Source: an optimization exercise on an open RTL-to-GDS flow (aim: small area). Production flows keep margins and buffers that such runs may drop. Function was checked by simulation only, so behaviour that the tests miss may differ from the original.

`run.sh`:
```
#!/bin/bash
# synth_recipe.tcl (not shown) runs the flow's synth.tcl, then flattens the netlist and writes it again
# the make line also repeats each setting of config.mk as NAME=value (left out here)
make -C /OpenROAD-flow-scripts/flow DESIGN_CONFIG=/design/flow/config.mk WORK_HOME=/design/flow/orfs CLKGATE_MAP_FILE= SYNTH_SCRIPT=/design/flow/synth_recipe.tcl finish
```
`config.mk`:
```
export PLATFORM = sky130hd
export DESIGN_NAME = cpu
export DESIGN_NICKNAME = cpu
export VERILOG_FILES = /design/flow/design.v
export SDC_FILE = /design/flow/constraint.sdc
export NUM_CORES = 4
export LEC_CHECK = 0
export ABC_AREA = 1
export CAP_MARGIN = 20
export CORE_MARGIN = 2
export CORE_UTILIZATION = 40
export SLEW_MARGIN = 20
```
`constraint.sdc`:
```
create_clock -name core_clock -period 8.0 [get_ports {clk}]
set_input_delay 1.6000 -clock core_clock [delete_from_list [all_inputs] [get_ports {clk}]]
set_output_delay 1.6000 -clock core_clock [all_outputs]
set_load 0.01 [all_outputs]
```
`design.v`:
```
module cpu
	(output reg [7:0] address,
	 output wire [7:0] to_memory,
	 output wire write,
	 input wire [7:0] from_memory,
	 input wire clk, reset);
	reg [7:0] A, B, PC;
	reg [3:0] CCR;       
	reg [3:0] ph;        
	reg [2:0] cls;       
	reg       rsel;      
	localparam C_HALT = 3'd0, C_ALU = 3'd1, C_BRN = 3'd2, C_BRT = 3'd3,
	           C_IMM = 3'd4, C_DIR = 3'd5, C_ST = 3'd6;
	wire [7:0] m = from_memory;
	wire [3:0] n = m[3:0];
	wire p0 = (ph == 4'd0), p1 = (ph == 4'd1), p2 = (ph == 4'd2);
	wire p4 = (ph == 4'd4), p5 = (ph == 4'd5), p6 = (ph == 4'd6), p7 = (ph == 4'd7);
	wire p8 = (ph == 4'd8);
	wire pr = (ph == 4'd9);    
	wire hi4 = (m[7:4] == 4'h4);
	wire hi2 = (m[7:4] == 4'h2);
	wire is_alu = hi4 && (n >= 4'h2) && (n <= 4'hD);
	wire is_br  = hi2 && (n <= 4'h8);
	wire is_ld  = (m == 8'h86) || (m == 8'h87) || (m == 8'h88) || (m == 8'h89);
	wire is_st  = (m == 8'h96) || (m == 8'h97);
	reg  cond;
	always @(*) begin
		case (n)
			4'h0: cond = 1'b1;
			4'h1: cond = CCR[3];
			4'h2: cond = ~CCR[3];
			4'h3: cond = CCR[2];
			4'h4: cond = ~CCR[2];
			4'h5: cond = CCR[1];
			4'h6: cond = ~CCR[1];
			4'h7: cond = CCR[0];
			default: cond = ~CCR[0];
		endcase
	end
	reg [2:0] dcls;
	always @(*) begin
		if (is_alu) dcls = C_ALU;
		else if (is_br) dcls = cond ? C_BRT : C_BRN;
		else if (is_ld) dcls = m[0] ? C_DIR : C_IMM;
		else if (is_st) dcls = C_ST;
		else dcls = C_HALT;
	end
	wire drsel = m[4] ? m[0] : m[3];    
	reg       xA, xM, xP, yB, yM, inv, k, chain, cout_sel;
	always @(*) begin
		xA = 1'b0; xM = 1'b0; xP = 1'b0; yB = 1'b0; yM = 1'b0; inv = 1'b0;
		k = 1'b0; chain = 1'b1; cout_sel = 1'b0;
		if (pr) ;                                         
		else if (p0 | p4) xP = 1'b1;                      
		else if (p1 | p5) begin xM = 1'b1; k = 1'b1; end  
		else if (p7) begin xA = ~rsel; yB = rsel; end     
		else if (p6 | p8) yM = 1'b1;                      
		else begin                                        
			xA = 1'b1;
			case (n)
				4'h2, 4'hD: yB = 1'b1;                                    
				4'h3: begin yB = 1'b1; inv = 1'b1; k = 1'b1; end          
				4'h4: begin yB = 1'b1; chain = 1'b0; cout_sel = 1'b1; end  
				4'h5: begin yB = 1'b1; chain = 1'b0; k = 1'b1; cout_sel = 1'b1; end  
				4'h6, 4'h7: k = 1'b1;                                     
				4'h8, 4'h9: inv = 1'b1;                                   
				4'hA: begin yB = 1'b1; chain = 1'b0; end                  
				default: begin inv = 1'b1; chain = 1'b0; end              
			endcase
		end
	end
	wire [7:0] X = ({8{xA}} & A) | ({8{xM}} & address) | ({8{xP}} & PC);
	wire [7:0] Y = (({8{yB}} & B) | ({8{yM}} & m)) ^ {8{inv}};
	wire [8:0] c;        
	wire [7:0] ci;       
	wire [7:0] s;
	genvar i;
	generate for (i = 0; i < 8; i = i + 1) begin : rc
		if (i == 0) assign ci[i] = k;
		else assign ci[i] = chain ? c[i] : k;
		assign s[i] = X[i] ^ Y[i] ^ ci[i];
		assign c[i+1] = (X[i] & Y[i]) | (X[i] & ci[i]) | (Y[i] & ci[i]);
	end endgenerate
	wire [7:0] res = cout_sel ? c[8:1] : s;
	wire fN = res[7];
	wire fZ = ~|res;
	wire fV = chain & (c[8] ^ c[7]);
	wire fC = chain & (c[8] ^ inv);
	wire dst_b = (n == 4'h7) || (n == 4'h9) || (n == 4'hC) || (n == 4'hD);
	wire alu_go = p2 & is_alu;
	wire ld_go  = (p6 & (cls == C_IMM)) | p8;
	wire mar_en = p0 | pr | (p4 & (cls != C_ALU)) | (p6 & ((cls == C_DIR) | (cls == C_ST)));
	wire pc_en  = pr | p1 | p5 | (p6 & (cls == C_BRT));
	wire a_en   = pr | (alu_go & ~dst_b) | (ld_go & ~rsel);
	wire b_en   = pr | (alu_go & dst_b) | (ld_go & rsel);
	assign write = p7 & (cls == C_ST);
	assign to_memory = res;
	reg [3:0] nph;
	always @(*) begin
		case (ph)
			4'd0, 4'd9: nph = 4'd1;
			4'd1: nph = 4'd2;
			4'd2: nph = 4'd3;
			4'd3: nph = (cls == C_HALT) ? 4'd3 : 4'd4;
			4'd4: nph = (cls == C_ALU) ? 4'd0 : 4'd5;
			4'd5: nph = (cls == C_BRN) ? 4'd0 : 4'd6;
			4'd6: nph = ((cls == C_IMM) | (cls == C_BRT)) ? 4'd0 : 4'd7;
			4'd7: nph = (cls == C_ST) ? 4'd0 : 4'd8;
			default: nph = 4'd0;
		endcase
	end
	always @(posedge clk or negedge reset)
		if (!reset) ph <= 4'd9;
		else ph <= nph;
	always @(posedge clk)
		if (p2) begin
			cls  <= dcls;
			rsel <= drsel;
		end
	always @(posedge clk or negedge reset)
		if (!reset) begin
			address <= 8'h00; CCR <= 4'h0;
		end else begin
			if (mar_en) address <= res;
			if (alu_go) CCR <= {fN, fZ, fV, fC};
		end
	always @(posedge clk) begin
		if (pc_en) PC <= res;
		if (a_en) A <= res;
		if (b_en) B <= res;
	end
endmodule
```
==> reports/metrics.yaml <==
rows: 30
grt_pass1_wl_mm: 12.9
core_area_um2: 6870
dr_total_vias: 2677
yosysTopAreaCellShare_pct: 29.3
status: "failed layout checks"
die_w_um: 88.7
period_share_pct: 102
postPlaceCellArea_um2: 3560
ys_ff_latch: 44
wire_per_inst_um: 14.8
synthArstFlopShare_pct: 36.4
final-max-slew-violation-count: 0
cap_violations: 0
required_ns: 6.40
antenna_found_initial: 0
root_buffer: "clkbuf_8"
hold_ws_ns: 0.497
synth_compound_gate_area_share_pct: 13.2
die_area_um2: 7860
cp-startpoint: "from_memory[1]"
crit_buf_inv: 6
drc: 0
cp_slowest_cell: "fa_1"
tightest_slew_ns: 1.01
vias_per_cell: 5.04
post-dp-hpwl_mm: 6.05
gr-total-overflow: 0
synth_area_per_cell_um2: 8.01
cts_sinks: 44
path_max_fanout: 4
path_common_cell: "fa_2"
final.fill_count: 643
hold_class: "register to register"
start_util_pct: 41.7
ys_types: 36
hold_start: "cls[1]"
synth.mux.area_fraction_pct: 0
max_stage_delay_ns: 0.42
grt_start_max_net_pins: 17
cp.arrival_ns: 6.57
grt_pass1_vias: 2653
critPathKind: "input pin to primary output"
final_nets: 454
relSlewSlack_pct: 32.4
rsz0062_at_grt: "true"
synth-seq-area-share_pct: 43.4
grt_usage_pct: 21.9
cts.path.max_buffers: 2
finalCriticalPeriod_ns: 8.17
syn-num-nets: 378
r2r_slack_ns: 0.99
setup-violations-final: 1
fp.dieH_um: 88.7
io_buffers: 26
cp-start-kind: "input pin"
gp_congestion: 0.908
synth_top_area_cell: "edfxtp_1"
final_cell_area_um2: 3790
setup_ws_ns: -0.172
synth_fa_ha_area_share_pct: 6.46
fmax_ghz: 0.122
dp_slack_ns: -1.23
cp_top_family: "adder cells"
ant_nets: 0
clk_latency_ns: 0.31
ys_warn_count: 1
clock_skew_ns: 0.00469
postSynthCellCount: 358
worstReg2RegStart: "ph[0]"
synth_ff_type: "edfxtp_1"
drt_wl_total_mm: 7.85
syn_to_final_growth_pct: 32.3
io_pins: 27
synth.cell_area_um2: 2870
synth-edff-count: 28
cts.clk_slew.worst_paths_ns: 0.09
num_antenna_cells: 0
cp-end-kind: "primary output"
drive_gt1_share_pct: 25.1
cts_tree: "done"
so.violations: "negative setup slack"
htreeDepth: 2
synth_top_family_by_area: "simple AND/OR/NAND/NOR gates"
hold_violations: 0
dr.pass1.iters: 5
synth-xor-area-share_pct: 0.611
numCtsBuffers: 5
dr.first_iter.drc_count: 178
ys_top_cells_by_area: "edfxtp_1 (29%), nand2_1 (12%), dfrtp_1 (12%), nand3_1 (6.8%), inv_1 (6.0%)"
yosys.area_share.simple_pct: 27.8
==> kinds of logic (layout without fill, tap and decap cells) <==
| family | after synthesis | in the layout |
|---|---|---|
| adders and majority gates | 10 | 10 |
| and+or+nand+nor | 180 | 180 |
| DFF | 44 | 44 |
| xor gates and xnor gates | 2 | 2 |
| AOI/OAI and AO/OA | 63 | 63 |
| buffers and inverters | 59 | 136 |
==> cells in the mapped netlist (3+ instances only) <==
cell      count
nand3_1      39
nor3_1        6
inv_2         5
o21ai_1       3
nor2_2        3
o21ai_0      23
dfrtp_1      14
o21ai_2       3
a21oi_1      12
nor2_1       27
fa_1          8
o211ai_1     15
nand2_1      95
edfxtp_1     28
inv_1        46
==> through the flow <==
| stage | instances | TNS (ns) | util [%] |
|---|---|---|---|
| 2_1_floorplan | 358 | -0.254 | - |
| 6_report | 531 | -0.172 | 55.2 |
| 5_1_grt | 531 | -0.505 | 55.2 |
| 3_5_place_dp | 510 | -2.35 | 51.8 |
| 3_3_place_gp | 510 | -2.00 | 51.8 |
| 4_1_cts | 534 | -0.768 | 55.3 |
==> path summary, 6_finish.rpt <==
path | endpoint | cells after the start
min in group asynchronous | ph[2] | 1
worst max-delay path | to_memory[7] | 34
worst max register to register | B[7] | 42
worst min register to register | ph[3] | 1
max in group asynchronous | address[5] | 1
worst min-delay path | ph[3] | 1
==> worst register-to-register path: cells and delay by family (launching register included) <==
| kind | cells | cell delay [ns] |
|---|---|---|
| adders and majority gates | 8 | 2.76 |
| buffers and inverters | 15 | 1.54 |
| DFF | 1 | 0.60 |
| and+or+nand+nor | 13 | 1.31 |
| AOI/OAI and AO/OA | 6 | 0.58 |
==> repair_timing <==
action                     4_1_cts  5_1_grt
hold buffers                     0        0
resized for setup               22       20
pin swaps                       25        4
buffers inserted                16        4
setup endpoints to repair        3        6
==> cell usage in the layout, fill, tap and decap left out, types with 2 or more instances in the layout <==
cell type | netlist | routed
o21ai_1 | 3 | 4
clkbuf_8 | 0 | 5
o21ai_2 | 3 | 6
nor2_2 | 3 | 4
inv_2 | 5 | 8
inv_1 | 46 | 42
nor3_1 | 6 | 6
nand3_2 | 1 | 2
edfxtp_1 | 28 | 28
nand2_2 | 2 | 7
buf_6 | 2 | 3
nand3_1 | 39 | 38
fa_2 | 0 | 7
o21ai_0 | 23 | 18
clkbuf_2 | 0 | 2
o211ai_1 | 15 | 15
buf_4 | 1 | 49
a21oi_1 | 12 | 10
dfstp_2 | 2 | 2
a211oi_1 | 2 | 2
nand4_1 | 2 | 2
nor4_1 | 2 | 2
nor2_1 | 27 | 26
nand2_1 | 95 | 90
a31oi_1 | 2 | 2
clkdlybuf4s50_1 | 0 | 20
dfrtp_1 | 14 | 14
==> layout make-up <==
type	count	area, µm²	area share (%)
Tap cell	96	120	3.17
Inverter	52	210	5.54
Clock buffer	5	68.8	1.81
Timing Repair Buffer	76	637	16.8
Multi-Input combinational cell	255	1470	38.7
Clock inverter	3	46.3	1.22
Sequential cell	44	1240	32.8
==> state kept, by name, summed over array words and instances, names as in the netlist <==
name / count
B: 8
PC: 8
rsel: 1
CCR: 4
A: 8
ph: 4
address: 8
cls: 3
==> metal layers <==
metal | track usage (%) | vias up | part of all wire [%]
met5 | 0 | - | 0
met4 | 5.23 | 0 | 1.0
met3 | 3.73 | 9 | 4.7
met2 | 36.3 | 70 | 48
met1 | 29.9 | 1254 | 46
li1 | - | 1344 | -

==> static timing again, ports no longer ideal <==
Ports are ideal in the flow. The routed layout listed here was re-timed in OpenROAD.
Step 1: set_driving_cell puts a clkbuf_16 on clk and a buf_2 on each other input, an assumption about the parent block.
Step 2 also shifts input and output timing later by t, the mid clock arrival at the registers, as if the neighbouring blocks saw the same clock.
a / b / c = ideal / step 1 / step 2; a / b = the first two.
shift t [ns]: 0.332
slack for setup (ns): -0.172 / -0.233 / -0.233
worst setup path after step 2: input to output
worst register clock-pin slew, ns: 0.09 / 0.09
pins driven straight from the clock port: 1
For this run, drivers alone change the setup slack by -0.061 ns; drivers and shift together by -0.061 ns.
